Background: an optimization exercise with open tools, aiming at small area. Do not read the settings as production practice.
Function was checked by simulation only, so behaviour that the tests miss may differ from the original.
Power is estimated from default activity; no workload was simulated.

<file path="design/flow/flow/run.sh">
#!/bin/bash
set -euo pipefail
W=$(pwd)
# synthesis script: the standard flow's, sourcing a copy of ORFS's synth.tcl whose abc
# call uses our script
sed -e "s#^  log_cmd abc {\*}\$abc_args#  log_cmd abc {*}[lreplace \$abc_args 1 1 $W/flow/abc_area.script]#" \
    "$FLOW_HOME/scripts/synth.tcl" > "$W/synth_area.tcl"
grep -q "abc_area.script" "$W/synth_area.tcl"
sed -e "s#source \$::env(SCRIPTS_DIR)/synth.tcl#source $W/synth_area.tcl#" \
    "$W/synth_recipe.tcl" > "$W/synth_recipe_area.tcl"
grep -q "synth_area.tcl" "$W/synth_recipe_area.tcl"
# standard.sh with our synthesis script and no adder cell mapping
sed -e "s#SYNTH_SCRIPT=[^ ]*#SYNTH_SCRIPT=$W/synth_recipe_area.tcl ADDER_MAP_FILE=#" \
    "$W/standard.sh" > "$W/standard_area.sh"
grep -q "synth_recipe_area.tcl" "$W/standard_area.sh"
export BUFFER_PORTS_ARGS="-buffer_cell sky130_fd_sc_hd__buf_1"
bash "$W/standard_area.sh" > "$W/flow.log" 2>&1
</file>
<file path="design/flow/flow/abc_area.script">
strash
dc2
&get -n
&deepsyn -T 120
&put
strash
dc2
&get -n
&dch -f
&nf -a -R 1000
&put
</file>
<file path="design/flow/standard.sh">
#!/bin/bash
# synth_recipe.tcl (not shown) runs the flow's synth.tcl, then flattens the netlist and writes it again
# the make line also repeats each setting of config.mk as NAME=value (left out here)
make -C /OpenROAD-flow-scripts/flow DESIGN_CONFIG=/design/flow/config.mk WORK_HOME=/design/flow/orfs CLKGATE_MAP_FILE= SYNTH_SCRIPT=/design/flow/synth_recipe.tcl "${@:-finish}"
</file>
<file path="design/flow/config.mk">
export PLATFORM = sky130hd
export DESIGN_NAME = FlappyBird
export DESIGN_NICKNAME = FlappyBird
export VERILOG_FILES = /design/flow/design.v
export SDC_FILE = /design/flow/constraint.sdc
export NUM_CORES = 4
export LEC_CHECK = 0
export CAP_MARGIN = 20
export CORE_MARGIN = 2
export CORE_UTILIZATION = 70
export CTS_BUF_LIST = sky130_fd_sc_hd__clkbuf_4 sky130_fd_sc_hd__clkbuf_8
export PLACE_DENSITY = 0.8
export SLEW_MARGIN = 20
</file>
<file path="design/flow/constraint.sdc">
create_clock -name core_clock -period 10.0 [get_ports {CLOCK_50}]
set_input_delay 2.0000 -clock core_clock [delete_from_list [all_inputs] [get_ports {CLOCK_50}]]
set_output_delay 2.0000 -clock core_clock [all_outputs]
set_load 0.01 [all_outputs]
</file>
<file path="design/flow/design.v">
module FlappyBird(
    input CLOCK_50,
    input rst_n,
    input [1:0] KEY,
    output VGA_HS,
    output VGA_VS,
    output [7:0] VGA_R, VGA_G, VGA_B,
    output [6:0] HEX2, HEX1, HEX0,
    output VGA_BLANK_N,
    output VGA_SYNC_N,
    output VGA_CLK
    );
    function ge10(input [9:0] x, input [9:0] c);
        integer i;
        reg r;
        begin
            r = 1'b1;
            for (i = 0; i < 10; i = i + 1)
                r = c[i] ? (x[i] & r) : (x[i] | r);
            ge10 = r;
        end
    endfunction
    function ge11(input [10:0] x, input [10:0] c);
        integer i;
        reg r;
        begin
            r = 1'b1;
            for (i = 0; i < 11; i = i + 1)
                r = c[i] ? (x[i] & r) : (x[i] | r);
            ge11 = r;
        end
    endfunction
    function in10(input [9:0] x, input [9:0] lo, input [9:0] hi1);
        in10 = ge10(x, lo) & ~ge10(x, hi1);
    endfunction
    function in11(input [10:0] x, input [10:0] lo, input [10:0] hi1);
        in11 = ge11(x, lo) & ~ge11(x, hi1);
    endfunction
    function [9:0] addk10(input [9:0] a, input [9:0] k);
        integer i;
        reg c;
        begin
            c = 1'b0;
            for (i = 0; i < 10; i = i + 1) begin
                addk10[i] = a[i] ^ k[i] ^ c;
                c = k[i] ? (a[i] | c) : (a[i] & c);
            end
        end
    endfunction
    function [9:0] inc10(input [9:0] a, input ci);
        integer i;
        reg c;
        begin
            c = ci;
            for (i = 0; i < 10; i = i + 1) begin
                inc10[i] = a[i] ^ c;
                c = a[i] & c;
            end
        end
    endfunction
    function [10:0] sub11(input [10:0] a, input [10:0] b);
        integer i;
        reg c, nb;
        begin
            c = 1'b1;
            for (i = 0; i < 11; i = i + 1) begin
                nb = ~b[i];
                sub11[i] = a[i] ^ nb ^ c;
                c = (a[i] & nb) | (c & (a[i] | nb));
            end
        end
    endfunction
    function [9:0] sub10(input [9:0] a, input [9:0] b);
        integer i;
        reg c, nb;
        begin
            c = 1'b1;
            for (i = 0; i < 10; i = i + 1) begin
                nb = ~b[i];
                sub10[i] = a[i] ^ nb ^ c;
                c = (a[i] & nb) | (c & (a[i] | nb));
            end
        end
    endfunction
    wire clr_n = KEY[1];
    reg [8:0] tb;
    wire pix_en = ~tb[0];
    wire tick = (tb == 9'd0);
    wire [9:0] tb_inc = inc10({1'b0, tb}, 1'b1);
    always @(posedge CLOCK_50, negedge rst_n)
        if (!rst_n) tb <= 9'd1;
        else tb <= (tb[8] & tb[7] & tb[6] & tb[5] & tb[4] & tb[2] & tb[0]) ? 9'd0 : tb_inc[8:0];
    assign VGA_CLK = tb[0];
    assign VGA_BLANK_N = 1'b1;
    assign VGA_SYNC_N = 1'b1;
    reg [9:0] hp, vq;
    reg hz;
    wire hwrap = hp[9] & hp[8] & hp[5];               
    wire vwrap = ~vq[9] & vq[8] & vq[6] & vq[5] & vq[3] & vq[2] & vq[0];   
    wire ce = pix_en & clr_n;
    wire [9:0] hp_inc = inc10(hp, ce);
    wire [9:0] vq_inc = inc10(vq, ce & hwrap & ~hz);
    wire hclr = ce & (hz | hwrap);
    wire vclr = ce & (hz | (hwrap & vwrap));
    always @(posedge CLOCK_50, negedge rst_n)
        if (!rst_n) begin
            hp <= 10'd0; vq <= 10'd864; hz <= 1'b1;
        end else begin
            hp <= hclr ? 10'd0 : hp_inc;
            vq <= vclr ? 10'd864 : vq_inc;
            if (!clr_n) hz <= 1'b1;
            else if (pix_en) hz <= 1'b0;
        end
    assign VGA_HS = ~in10(hp, 10'd17, 10'd112);
    assign VGA_VS = ~(vq[9] & ~vq[7] & ~vq[4] & vq[3] & ~vq[2] & vq[1] & vq[0]);   
    wire display = ge10(hp, 10'd161);
    reg [20:0] nl;     
    always @(posedge CLOCK_50, negedge rst_n)
        if (!rst_n) nl <= 21'd0;
        else if (tick) nl <= {nl[18:0], ~(nl[20] ^ nl[15]), ~(nl[0] ^ nl[8])};
    wire [6:0] newny = nl[10:4];
    reg [9:0] bq;
    reg [9:0] xq;
    reg [6:0] ny1, ny2, ny3;
    wire c1 = in10(xq, 10'd120, 10'd212);    
    wire c2 = in10(xq, 10'd656, 10'd748);    
    wire c3 = in10(xq, 10'd416, 10'd508);    
    wire blow = bq[9] & ~bq[5] & ~bq[3] & bq[2] & bq[1];    
    wire bird_ok = ~blow;                                   
    wire sw, t2, t3;
    wire sel1 = pix_en ? sw : c1;
    wire sel2 = pix_en ? t2 : c2;
    wire [6:0] nys = sel1 ? ny1 : sel2 ? ny2 : ny3;
    wire [9:0] sd_a = pix_en ? vq : bq;
    wire [9:0] dif = sub10(sd_a, ~{3'b111, nys});
    wire fin = ~ge10(dif, 10'd39);      
    wire crash_now = (c1 | c2 | c3) & bird_ok & ~fin;
    reg crash_r;
    always @(posedge CLOCK_50)
        crash_r <= clr_n & crash_now;
    wire crash = crash_r;
    wire game_end = clr_n & crash;
    wire active = tick & clr_n & ~crash;
    wire w1 = ~xq[9] & ~xq[8] & ~xq[7] & ~xq[2] & xq[0];       
    wire w2 = ~xq[7] & xq[6] & xq[4] & xq[3] & xq[1] & ~xq[0];   
    wire w3 = xq[8] & ~xq[6] & ~xq[4] & ~xq[2] & xq[1] & ~xq[0];  
    wire btop = bq[8] & ~bq[7] & bq[6] & (bq[4] | bq[2] & bq[0]);  
    wire [9:0] bird_up = addk10(bq, -10'd6);
    wire [9:0] bird_dn = addk10(bq, 10'd6);
    wire [9:0] x1_mv = addk10(xq, -10'd5);
    always @(posedge CLOCK_50, negedge rst_n)
        if (!rst_n) begin
            bq <= 10'd963; xq <= 10'd389;
            ny1 <= ~7'd90; ny2 <= ~7'd30; ny3 <= ~7'd50;
        end else if (!clr_n) begin
            bq <= 10'd963; xq <= 10'd389;
            ny1 <= ~7'd90; ny2 <= ~7'd30; ny3 <= ~7'd50;
        end else if (active) begin
            if (!KEY[0]) begin
                if (btop) bq <= 10'd334;
                else if (bird_ok) bq <= bird_up;
                else bq <= 10'd908;
            end else begin
                if (btop) bq <= 10'd334;
                else bq <= bird_dn;
            end
            xq <= w1 ? 10'd889 : x1_mv;
            if (w1) ny1 <= newny;
            if (w2) ny2 <= newny;
            if (w3) ny3 <= newny;
        end
    reg [1:0] sd2;
    reg [3:0] sd1, sd0;
    reg si;
    wire d0n = sd0[3] & sd0[0];
    wire d1n = sd1[3] & sd1[0];
    wire top = sd2[1] & sd1[2] & ~sd1[1] & sd1[0] & sd0[2] & ~sd0[1] & sd0[0];  
    wire k0 = pix_en & si;
    wire k1 = k0 & d0n;
    wire k2 = k1 & d1n;
    wire zall = pix_en & hz | k0 & top;
    wire [9:0] sd0_inc = inc10({6'b0, sd0}, k0);
    wire [9:0] sd1_inc = inc10({6'b0, sd1}, k1);
    wire [9:0] sd2_inc = inc10({8'b0, sd2}, k2);
    always @(posedge CLOCK_50, negedge rst_n)
        if (!rst_n) begin
            sd2 <= 2'd0; sd1 <= 4'd0; sd0 <= 4'd0; si <= 1'b0;
        end else begin
            sd0 <= (zall | k1) ? 4'd0 : sd0_inc[3:0];
            sd1 <= (zall | k2) ? 4'd0 : sd1_inc[3:0];
            sd2 <= zall ? 2'd0 : sd2_inc[1:0];
            if (!clr_n) begin
                si <= 1'b0;
            end else if (active & (w1 | w2 | w3)) begin
                si <= 1'b1;
            end else if (pix_en) begin
                si <= 1'b0;
            end
        end
    hex_decoder H0(.d(sd0), .seg(HEX0));
    hex_decoder H1(.d(sd1), .seg(HEX1));
    assign HEX2 = {~sd2[1], sd2[0] | sd2[1], sd2[0], sd2[0], sd2[1], 1'b0, sd2[0]};
    wire [9:0] bd = sub10(vq, bq);
    wire bpix = in10(hp, 10'd180, 10'd211) & bird_ok & ~ge10(bd, 10'd31);
    wire [10:0] w = sub11({1'b0, hp}, {1'b0, xq});
    wire [10:0] wu = {~w[10], w[9:0]};
    assign sw = in11(wu, 11'd1024, 11'd1085);    
    wire s2a = in11(wu, 11'd1284, 11'd1345);   
    wire s2b = in11(wu, 11'd489, 11'd550);     
    wire s3a = in11(wu, 11'd1524, 11'd1585);   
    wire s3b = in11(wu, 11'd729, 11'd790);     
    assign t2 = s2a | s2b;
    assign t3 = s3a | s3b;
    wire gap = ~ge10(dif, 10'd69);      
    wire tpix = (sw | t2 | t3) & ~gap;
    wire xl = in10(hp, 10'd559, 10'd570) | in10(hp, 10'd439, 10'd450) | in10(hp, 10'd319, 10'd330);
    wire xm = in10(hp, 10'd574, 10'd625) | in10(hp, 10'd454, 10'd505) | in10(hp, 10'd334, 10'd385);
    wire xr = in10(hp, 10'd629, 10'd640) | in10(hp, 10'd509, 10'd520) | in10(hp, 10'd389, 10'd400);
    wire [3:0] d = ge10(hp, 10'd559) ? sd0 : ge10(hp, 10'd439) ? sd1 : {2'b0, sd2};
    wire y0 = in10(vq, 10'd44, 10'd55);      
    wire yu = in10(vq, 10'd44, 10'd122);     
    wire yd = in10(vq, 10'd127, 10'd205);    
    wire y3 = in10(vq, 10'd194, 10'd205);    
    wire y6 = in10(vq, 10'd119, 10'd130);    
    wire [6:0] sg;  
    assign sg[0] = d[3] | (d[2] & d[0]) | (~d[2] & ~d[0]) | d[1];
    assign sg[1] = (~d[1] & ~d[0]) | ~d[2] | (d[1] & d[0]);
    assign sg[2] = ~d[1] | d[2] | d[0];
    assign sg[3] = ~((d[2] & ~d[1] & ~d[0]) | (~d[3] & ~d[2] & ~d[1] & d[0]) | (d[2] & d[1] & d[0]));
    assign sg[4] = (~d[2] & ~d[0]) | (d[1] & ~d[0]);
    assign sg[5] = (d[2] & ~d[1]) | (d[2] & ~d[0]) | (~d[1] & ~d[0]) | d[3];
    assign sg[6] = (d[2] & ~d[0]) | (~d[2] & d[1]) | (d[2] & ~d[1]) | d[3];
    wire lit = (xm & ((y0 & sg[0]) | (y3 & sg[3]) | (y6 & sg[6]))) |
               (xr & ((yu & sg[1]) | (yd & sg[2]))) |
               (xl & ((yd & sg[4]) | (yu & sg[5])));
    reg pr, pg, pb;
    always @(posedge CLOCK_50, negedge rst_n)
        if (!rst_n) begin
            pr <= 1'b0; pg <= 1'b0; pb <= 1'b0;
        end else if (pix_en) begin
            if (!game_end) begin
                pr <= display & bpix;
                pg <= display & ~bpix & tpix;
                pb <= display & ~bpix & ~tpix;
            end else begin
                pr <= lit; pg <= lit; pb <= lit;
            end
        end
    assign VGA_R = {8{pr}};
    assign VGA_G = {8{pg}};
    assign VGA_B = {8{pb}};
endmodule
module hex_decoder(input [3:0] d, output [6:0] seg);
    assign seg[0] = (~d[3] & ~d[2] & ~d[1] & d[0]) | (d[2] & ~d[1] & ~d[0]);
    assign seg[1] = (d[2] & d[1] & ~d[0]) | (d[2] & ~d[1] & d[0]);
    assign seg[2] = ~d[2] & d[1] & ~d[0];
    assign seg[3] = (d[2] & ~d[1] & ~d[0]) | (~d[2] & ~d[1] & d[0]) | (d[2] & d[1] & d[0]);
    assign seg[4] = (d[2] & ~d[1]) | d[0];
    assign seg[5] = (~d[2] & d[1]) | (~d[3] & ~d[2] & d[0]) | (d[1] & d[0]);
    assign seg[6] = (~d[3] & ~d[2] & ~d[1]) | (d[2] & d[1] & d[0]);
endmodule
</file>
==> impl_metrics.ini, run 1 <==
[worst_setup_path]
reg2reg_slack_ps = 2950
criticalPathCategory = register to register
cp-start-kind = register
worst-path-buf-inv = 0
critPathLaunch = xq[0]$_DFFE_PN1P_
crit_family = compound AO/OA/AOI/OAI gates
r2r-end = pg$_DFFE_PN0N_
worst-path-max-fanout = 8
r2r_cells = 34
cp_common_cell = nor2_1
cpMaxStageDelayCell = dfstp_2
worstPathArrival_ps = 7360
end_kind = register
cp.required_ps = 10310
regToRegStartpoint = xq[0]$_DFFE_PN1P_
slowest_delay_ps = 630

[finish]
layoutNonFillerInstCount = 912
antenna_cells = 0
drive_above_1_share_pct = 5.618
layout.nets = 800
post-route-util_pct = 75.39
fin_area_um2 = 6900
syn2layout_area_growth_pct = 5.228

[clock_tree]
cts_max_level = 3
cts-buffers-inserted = 9
worstSkewPairLatency_ps = 400
post-cts-setup-buffer-count = 0
cts_tree = done
cts.sinks = 105
cts_resized = 0
clk_pin_slew_ps = 110
cts_hold_buf = 0
clockBufferDepth = 2
cts-root-buf = clkbuf_8

[route]
drt-initial-drc-count = 429
wl_um = 15640
antenna_left = 0
first_pass_iters = 5
wire_per_inst_um = 17.15
via_per_inst = 6.498
drc = 0
via_count = 5926

[yosys]
synth_top_area_cell = dfrtp_1
syn_avg_cell_area_um2 = 8.617
ys_types = 55
yosysSeqAreaShare_pct = 40.49
synthTopCellsByCount = nor2_1 (92), dfrtp_1 (78), nand2_1 (74)
ys.flop_type = dfrtp_1
synth_top_area_share_pct = 29.77
async_flop_share_pct = 99.05
synth_edf_count = 0
netlist_instances = 761
synth_area_leaders = dfrtp_1 (30%), dfstp_2 (10%), nor2_1 (5.3%), nand2_1 (4.2%), a21oi_1 (3.7%)
yosys_warnings = 1
ys_seq_elements = 105
synth.most_common_cell = nor2_1
synth_area_um2 = 6558

[run]
max-cap-violations = 0

[hold_path]
worstHoldPathType = register to register
hold_start = hz$_DFFE_PN1P_
holdPathEnd = hz$_DFFE_PN1P_
hold_depth = 2

[sta]
fin_crit_sh_pct = 70.46
tightest_slew_ps = 995.4
hold_viol = 0
setup-tns-final_ps = 0
hold_ws_ps = 478.0
fin_ws_ps = 2954
rsz0062_at_grt = no
slew_viol_final = 0
setup_viol = 0
timing.fmax_mhz = 141.9
post-route-min-period_ps = 7046
fin_skew_ps = 15.85
relSlewSlack_pct = 33.45

[floorplanning]
die_y_um = 100.8
dieWidth_um = 100.8
rows = 35
initial_utilization_pct = 71.65
ios = 54
core-area_um2 = 9153
die_area_um2 = 10160

[global_routing]
grt_pass1_wl_um = 25720
antenna_found_initial = 0
grt_max_degree = 69
grt_pass1_vias = 5387
track_usage_pct = 31.77
grt.overflow.total = 0

[power]
p_leak_nw = 2.961
power_density_nw_per_um2 = 106.8
ir_drop_uv = 85.60
power.total_mw = 0.7373

[placement]
placedInstanceArea_um2 = 6689
hpwl_um = 11310
dp_slack_ps = 3079
place.gp.congestion = 0.8722
portBuffers = 50
dp.cells = 896

[run_status]
status = timing/DRC/antenna clean
-- worst max path at each step --
stage	endpoint	slack, ps	cells after the start
after floorplan	pg$_DFFE_PN0N_	3900	34
after global placement	pg$_DFFE_PN0N_	3500	34
after detailed placement	pg$_DFFE_PN0N_	3080	34
after CTS	pg$_DFFE_PN0N_	3030	34
after global routing	pg$_DFFE_PN0N_	2130	33
final	pg$_DFFE_PN0N_	2950	34
-- layout by cell type (no fill, tap or decap), types with 20 or more instances in the layout --
cell / count
dfstp_2: 26
nor3_1: 35
dfrtp_1: 78
buf_1: 49
xnor2_1: 23
a21oi_1: 49
nand2_1: 74
nand2b_1: 22
nor2_1: 92
and3_1: 20
nand3_1: 28
o21ai_0: 45
-- per-layer routing --
layer  GRT usage (%)  part of all wire, %  vias up
met4           9.694                  1.8        0
met2           53.44                   50      244
met5               0                    0        -
li1                -                    -     2807
met1           42.57                   42     2840
met3           4.924                  6.3       35
-- final cells by class --
class,count,area (um^2)
tap,111,138.9
multi-input combinational,610,3621
clock buffer,9,123.9
timing repair buffer,52,206.4
sequential,105,2655
clock inverter,7,87.58
fill,671,2252
inverter,18,67.56
-- state kept, by name, indices dropped and copies added (netlist names) --
register / count
si: 1
sd0: 4
ny2: 7
tb: 9
xq: 10
hp: 10
ny1: 7
pg: 1
pr: 1
vq: 10
crash_r: 1
sd1: 4
nl: 19
sd2: 2
pb: 1
hz: 1
ny3: 7
bq: 10
-- cell families (layout without fill, tap and decap cells) --
group           count (synthesis)  after routing  synth area share (%)
flops                         105            105                 40.49
buf+inv                        47             86                 4.350
compound gates                197            197                 19.41
mux                            26             26                 4.255
other cells                     2              3                0.1145
xor+xnor                       42             42                 5.610
simple gates                  339            339                 25.32
fa+ha+maj                       3              3                0.4579
-- worst min-delay path, stage by stage (launching register included) --
cell and delay [ps]:
dfstp_2 380, nand2_1 50, nand2_1 50
-- power breakdown --
group | internal [mW] | total [mW] | leakage [nW] | switching [mW]
registers | 0.427 | 0.431 | 1.35 | 0.00407
clock network | 0.101 | 0.274 | 0.102 | 0.173
logic | 0.00927 | 0.0326 | 1.51 | 0.0234
==> run 2, diff against run 1 <==
--- a/design/flow/design.v
+++ b/design/flow/design.v
@@ -84,13 +84,13 @@
     endfunction
     wire clr_n = KEY[1];
     reg [8:0] tb;
-    wire pix_en = ~tb[0];
-    wire tick = (tb == 9'd0);
+    wire pix_en = tb[0];
+    wire tick = tb[8] & tb[7] & tb[6] & tb[5] & tb[4] & tb[2] & tb[0];   
     wire [9:0] tb_inc = inc10({1'b0, tb}, 1'b1);
     always @(posedge CLOCK_50, negedge rst_n)
-        if (!rst_n) tb <= 9'd1;
-        else tb <= (tb[8] & tb[7] & tb[6] & tb[5] & tb[4] & tb[2] & tb[0]) ? 9'd0 : tb_inc[8:0];
-    assign VGA_CLK = tb[0];
+        if (!rst_n) tb <= 9'd0;
+        else tb <= tick ? 9'd0 : tb_inc[8:0];
+    assign VGA_CLK = ~tb[0];
     assign VGA_BLANK_N = 1'b1;
     assign VGA_SYNC_N = 1'b1;
     reg [9:0] hp, vq;
@@ -184,19 +184,16 @@
     wire [9:0] sd2_inc = inc10({8'b0, sd2}, k2);
     always @(posedge CLOCK_50, negedge rst_n)
         if (!rst_n) begin
-            sd2 <= 2'd0; sd1 <= 4'd0; sd0 <= 4'd0; si <= 1'b0;
+            sd2 <= 2'd0; sd1 <= 4'd0; sd0 <= 4'd0;
         end else begin
             sd0 <= (zall | k1) ? 4'd0 : sd0_inc[3:0];
             sd1 <= (zall | k2) ? 4'd0 : sd1_inc[3:0];
             sd2 <= zall ? 2'd0 : sd2_inc[1:0];
-            if (!clr_n) begin
-                si <= 1'b0;
-            end else if (active & (w1 | w2 | w3)) begin
-                si <= 1'b1;
-            end else if (pix_en) begin
-                si <= 1'b0;
-            end
-        end
+        end
+    always @(posedge CLOCK_50)
+        if (!clr_n) si <= 1'b0;
+        else if (active & (w1 | w2 | w3)) si <= 1'b1;
+        else if (pix_en) si <= 1'b0;
     hex_decoder H0(.d(sd0), .seg(HEX0));
     hex_decoder H1(.d(sd1), .seg(HEX1));
     assign HEX2 = {~sd2[1], sd2[0] | sd2[1], sd2[0], sd2[0], sd2[1], 1'b0, sd2[0]};
==> impl_metrics.ini, run 2 <==
[yosys]
async_flop_share_pct = 98.10
synth_top_area_cell = dfrtp_1
syn_avg_cell_area_um2 = 8.549
synth_area_leaders = dfrtp_1 (29%), dfstp_2 (9.9%), nor2_1 (4.7%), nand2_1 (4.3%), a21oi_1 (4.2%)
yosys_warnings = 1
synth.most_common_cell = nor2_1
synth_edf_count = 0
ys_seq_elements = 105
ys_types = 60
synth_area_um2 = 6643
ys.flop_type = dfrtp_1
synthTopCellsByCount = nor2_1 (83), dfrtp_1 (78), nand2_1 (76)
yosysSeqAreaShare_pct = 39.88
synth_top_area_share_pct = 29.38
netlist_instances = 777

[worst_setup_path]
cp.required_ps = 10310
cp_common_cell = o21ai_0
criticalPathCategory = register to register
cpMaxStageDelayCell = dfrtp_1
worstPathArrival_ps = 8010
reg2reg_slack_ps = 2300
slowest_delay_ps = 570
end_kind = register
worst-path-max-fanout = 12
cp-start-kind = register

[placement]
portBuffers = 50
dp_slack_ps = 2474
place.gp.congestion = 0.9573
hpwl_um = 11770

[clock_tree]
cts-buffers-inserted = 9
clockBufferDepth = 2
clk_pin_slew_ps = 120
cts_hold_buf = 0
cts-root-buf = clkbuf_8
post-cts-setup-buffer-count = 0
cts_resized = 0
worstSkewPairLatency_ps = 400
cts_tree = done
cts_max_level = 3
cts.sinks = 105

[finish]
most-common-layout-cells = nor2_1 (83), dfrtp_1 (78), nand2_1 (76)
layout.nets = 819
regMostFlops = nl
largest_register_ff_count = 19
fillCellCount = 650
antenna_cells = 0
post-route-util_pct = 76.15
syn2layout_area_growth_pct = 5.933
final_common_cell = nor2_1
drive_above_1_share_pct = 5.854

[run_status]
status = timing/DRC/antenna clean

[floorplanning]
core-area_um2 = 9240
rows = 35
initial_utilization_pct = 71.89
die_area_um2 = 10290
die_y_um = 101.4
dieWidth_um = 101.4
ios = 54

[route]
drt-initial-drc-count = 611
wire_per_inst_um = 17.41
antenna_left = 0
via_per_inst = 6.486
wl_met3_um = 1155
highest-signal-layer = met4
wl_um = 16520
drc = 0
met1_length_um = 6985
via_count = 6155
wl_met2_um = 7837
first_pass_iters = 7

[sta]
relSlewSlack_pct = 41.78
post-route-min-period_ps = 7697
timing.fmax_mhz = 129.9
fin_crit_sh_pct = 76.97
fin_ws_ps = 2303
setup-tns-final_ps = 0
setup_viol = 0
rsz0062_at_grt = no
tightest_slew_ps = 864.2
slew_viol_final = 0
hold_ws_ps = 479.7
hold_viol = 0
fin_skew_ps = 16.12

[run]
max-cap-violations = 0

[hold_path]
worstHoldPathType = register to register

[global_routing]
grt_pass1_wl_um = 27300
antenna_found_initial = 0
track_usage_pct = 33.77
grt_pass1_vias = 5619
grt.overflow.total = 0
grt_max_degree = 67

[power]
p_leak_nw = 2.915
ir_drop_uv = 123.7
power_density_nw_per_um2 = 136.6
==> run 2: cell count changes after synthesis, moves of 7 or more <==
cell,change
nor2_1,-9
a21oi_1,+7
nor2b_1,+11
nand2b_1,-7
clkinv_1,+7
o21ai_0,+11
==> run 2: path summary, 6_finish.rpt <==
path	start	endpoint	cells after the start
hold reg to reg	nl[0]$_DFFE_PN0P_	nl[0]$_DFFE_PN0P_	1
min in group asynchronous	rst_n	hp[1]$_DFF_PN0_	1
hold / removal	nl[0]$_DFFE_PN0P_	nl[0]$_DFFE_PN0P_	1
setup / recovery	hp[1]$_DFF_PN0_	pg$_DFFE_PN0P_	34
setup reg to reg	hp[1]$_DFF_PN0_	pg$_DFFE_PN0P_	34
max in group asynchronous	rst_n	bq[3]$_DFFE_PN0P_	2
==> run 2: area by class of cell <==
type                       count  area (um^2)  area share [%]
sequential                   105         2649           37.64
clock buffer                   9        123.9           1.760
inverter                      25        93.84           1.334
multi-input combinational    619         3691           52.45
tap                          129        161.4           2.294
clock inverter                 7        88.84           1.262
timing repair buffer          55        229.0           3.254
==> run 2: through the flow <==
stage | instances | power, mW | area (um^2)
after floorplan | 778 | 0.6488 | 6646
after global placement | 933 | 0.6761 | 6824
after detailed placement | 933 | 0.6843 | 6824
after CTS | 949 | 0.9608 | 7037
after global routing | 949 | 1.006 | 7037
final | 949 | 0.9610 | 7037
==> run 2: cells by family after synthesis <==
group / count (synthesis) / share of synthesized area, %
other: 2 / 0.1131
AOI/OAI and AO/OA: 212 / 20.31
DFF: 105 / 39.88
adders and majority gates: 3 / 0.4521
and+or+nand+nor: 329 / 24.20
muxes: 27 / 4.427
xor gates and xnor gates: 45 / 5.933
buffers and inverters: 54 / 4.690
==> run 2: per-layer routing <==
layer / GRT usage, % / vias to the layer above
met5: 0 / -
met4: 14.03 / 0
met3: 4.486 / 49
met2: 55.17 / 319
met1: 45.76 / 2921
li1: - / 2866
==> run 2: power breakdown <==
group	internal [mW]	total [mW]	switching [mW]	leakage, nW
logic	0.0819	0.229	0.147	1.46
clock network	0.103	0.279	0.176	0.107
registers	0.432	0.453	0.0208	1.35
total	0.617	0.961	0.344	2.91
==> run 2: worst max-delay path, delay by kind of cell, from the launching register on <==
kind                     cells  cell delay [ps]
AND/OR/NAND/NOR             14             2970
flip-flops                   1              570
XOR/XNOR                     2              380
adder cells (fa/ha/maj)      3              970
AO/OA/AOI/OAI               15             2750
==> run 3, diff against run 2 <==
--- a/design/flow/config.mk
+++ b/design/flow/config.mk
@@ -8,6 +8,6 @@
 export CAP_MARGIN = 20
 export CORE_MARGIN = 2
 export CORE_UTILIZATION = 70
-export CTS_BUF_LIST = sky130_fd_sc_hd__clkbuf_4 sky130_fd_sc_hd__clkbuf_8
+export CTS_BUF_LIST = sky130_fd_sc_hd__clkbuf_2 sky130_fd_sc_hd__clkbuf_4 sky130_fd_sc_hd__clkbuf_8
 export PLACE_DENSITY = 0.8
 export SLEW_MARGIN = 20
==> impl_metrics.ini, run 3 <==
[global_routing]
antenna_found_initial = 0
track_usage_pct = 33.77
grt_pass1_wl_um = 27300
grt.overflow.total = 0
grt_pass1_vias = 5619
grt_max_degree = 67

[clock_tree]
post-cts-setup-buffer-count = 0
cts_resized = 0
cts_tree = done
cts_max_level = 3
cts-root-buf = clkbuf_8
cts.sinks = 105
clockBufferDepth = 2
clk_pin_slew_ps = 120
cts-buffers-inserted = 9
cts_hold_buf = 0
worstSkewPairLatency_ps = 400

[power]
p_int_mw = 0.6170
power.total_mw = 0.9610
pwr-share-comb_pct = 23.8
ir_drop_uv = 123.7
pwr-share-clk_pct = 29.0
seqPwrFrac_pct = 47.1
p_sw_share_pct = 35.79
power_density_nw_per_um2 = 136.6
switchingPower_mw = 0.3439
p_leak_nw = 2.915

[sta]
hold_ws_ps = 479.7
tightest_slew_ps = 864.2
relSlewSlack_pct = 41.78
rsz0062_at_grt = no
fin_skew_ps = 16.12
slew_viol_final = 0
timing.fmax_mhz = 129.9
post-route-min-period_ps = 7697
fin_crit_sh_pct = 76.97
setup-tns-final_ps = 0
fin_ws_ps = 2303
setup_viol = 0
hold_viol = 0

[floorplanning]
rows = 35
die_y_um = 101.4
initial_utilization_pct = 71.89
die_area_um2 = 10290
dieWidth_um = 101.4
ios = 54
core-area_um2 = 9240

[finish]
largest_register_ff_count = 19
layoutNonFillerInstCount = 949
layout.nets = 819
most-common-layout-cells = nor2_1 (83), dfrtp_1 (78), nand2_1 (76)
final_common_cell = nor2_1
drive_above_1_share_pct = 5.854
syn2layout_area_growth_pct = 5.933
regMostFlops = nl
fillCellCount = 650
antenna_cells = 0

[route]
via_count = 6155
drc = 0
via_per_inst = 6.486
wire_per_inst_um = 17.41
drt-initial-drc-count = 611
wl_um = 16520
first_pass_iters = 7
antenna_left = 0

[placement]
portBuffers = 50
hpwl_um = 11770
dp_slack_ps = 2474
dp.cells = 933
place.gp.congestion = 0.9573

[worst_setup_path]
reg2reg_slack_ps = 2300
worstPathArrival_ps = 8010
endpoint = pg$_DFFE_PN0P_
cp-start-kind = register
r2r-end = pg$_DFFE_PN0P_
cp_common_cell = o21ai_0
r2r_cells = 34
slowest_delay_ps = 570
critPathLaunch = hp[1]$_DFF_PN0_
worst-path-max-fanout = 12
regToRegStartpoint = hp[1]$_DFF_PN0_
cp.required_ps = 10310
criticalPathCategory = register to register
end_kind = register
cpMaxStageDelayCell = dfrtp_1

[run_status]
status = timing/DRC/antenna clean

[yosys]
async_flop_share_pct = 98.10
syn_avg_cell_area_um2 = 8.549
yosysSeqAreaShare_pct = 39.88
synthTopCellsByCount = nor2_1 (83), dfrtp_1 (78), nand2_1 (76)
synth_edf_count = 0
synth.most_common_cell = nor2_1
ys_seq_elements = 105
synth_top_area_share_pct = 29.38
synth_area_um2 = 6643
ys.flop_type = dfrtp_1
ys_types = 60
netlist_instances = 777
yosys_warnings = 1
synth_top_area_cell = dfrtp_1
synth_area_leaders = dfrtp_1 (29%), dfstp_2 (9.9%), nor2_1 (4.7%), nand2_1 (4.3%), a21oi_1 (4.2%)

[hold_path]
worstHoldPathType = register to register

[run]
max-cap-violations = 0
==> run 3: cell counts after synthesis <==
No cell type changed its count.
==> run 3: per-layer routing <==
| metal | GRT usage (%) | up-vias | wire length [um] |
|---|---|---|---|
| met5 | 0 | - | 0 |
| met4 | 14.03 | 0 | 539 |
| met3 | 4.486 | 49 | 1155 |
| met2 | 55.17 | 319 | 7837 |
| met1 | 45.76 | 2921 | 6985 |
| li1 | - | 2866 | - |
==> run 3: worst min-delay path by stage <==
stage	startpoint	endpoint	slack [ps]	cells past startpoint
floorplan	nl[0]$_DFFE_PN0P_	nl[0]$_DFFE_PN0P_	440	1
global placement	nl[0]$_DFFE_PN0P_	nl[0]$_DFFE_PN0P_	460	1
detailed placement	nl[0]$_DFFE_PN0P_	nl[0]$_DFFE_PN0P_	460	1
CTS	nl[0]$_DFFE_PN0P_	nl[0]$_DFFE_PN0P_	480	1
global route	nl[0]$_DFFE_PN0P_	nl[0]$_DFFE_PN0P_	490	1
finish	nl[0]$_DFFE_PN0P_	nl[0]$_DFFE_PN0P_	480	1
==> run 3: power groups by stage <==
stage               sequential, mW  clock (mW)  combinational, mW
floorplan                    0.453           0              0.195
global placement             0.459           0              0.217
detailed placement           0.460           0              0.224
CTS                          0.452       0.283              0.226
global route                 0.455       0.295              0.256
finish                       0.453       0.279              0.229
==> run 3: kinds of logic (layout without fill, tap and decap cells) <==
kind of cell	count (synthesis)	count (layout)	synth area share, %
simple gates	329	329	24.20
compound gates	212	212	20.31
flops	105	105	39.88
buf+inv	54	96	4.690
xor+xnor	45	45	5.933
mux	27	27	4.427
fa+ha+maj	3	3	0.4521
other cells	2	3	0.1131
==> run 3: layout make-up <==
| class | instances | area (um^2) | share of cell area [%] |
|---|---|---|---|
| Multi-Input combinational cell | 619 | 3691 | 52.45 |
| Sequential cell | 105 | 2649 | 37.64 |
| Timing Repair Buffer | 55 | 229.0 | 3.254 |
| Tap cell | 129 | 161.4 | 2.294 |
| Clock buffer | 9 | 123.9 | 1.760 |
| Inverter | 25 | 93.84 | 1.334 |
| Clock inverter | 7 | 88.84 | 1.262 |
==> run 3: critical path: cells and delay by family, from the launching register on <==
family,cells,cell delay [ps]
AO/OA/AOI/OAI,15,2750
XOR/XNOR,2,380
adder cells (fa/ha/maj),3,970
flip-flops,1,570
AND/OR/NAND/NOR,14,2970
==> run 3: stage by stage <==
| stage | cell area (um^2) | utilization [%] |
|---|---|---|
| floorplan | 6646 | - |
| global placement | 6824 | 73.85 |
| detailed placement | 6824 | 73.85 |
| CTS | 7037 | 76.15 |
| global route | 7037 | 76.15 |
| finish | 7037 | 76.15 |

==> afterwards: timing with drivers on the ports <==
No port has a modelled driver above. Below, the same layouts with a new extraction and two added sets of constraints. Step 1 sets driving cells, clkbuf_16 on the clock port and buf_2 on the other inputs (assumed; they add their load-dependent delay and slew). Step 2 adds t to the input delays and takes it off the output delays; t is the mean of the earliest and latest rising clock arrival at the registers after step 1. Input paths then give back, and output paths get back, about the clock's delay inside the block. Three values: no drivers, after step 1, after step 2; two values: the first two.
| run | t (ns) | setup slack, ns | cell pins on the clock port's net |
|---|---|---|---|
| run 1 | 0.425 | 2.954 / 2.954 / 2.954 | 1 |
| run 2 | 0.424 | 2.303 / 2.303 / 2.303 | 1 |
| run 3 | 0.424 | 2.303 / 2.303 / 2.303 | 1 |
After both steps setup and hold are still met in every run listed.
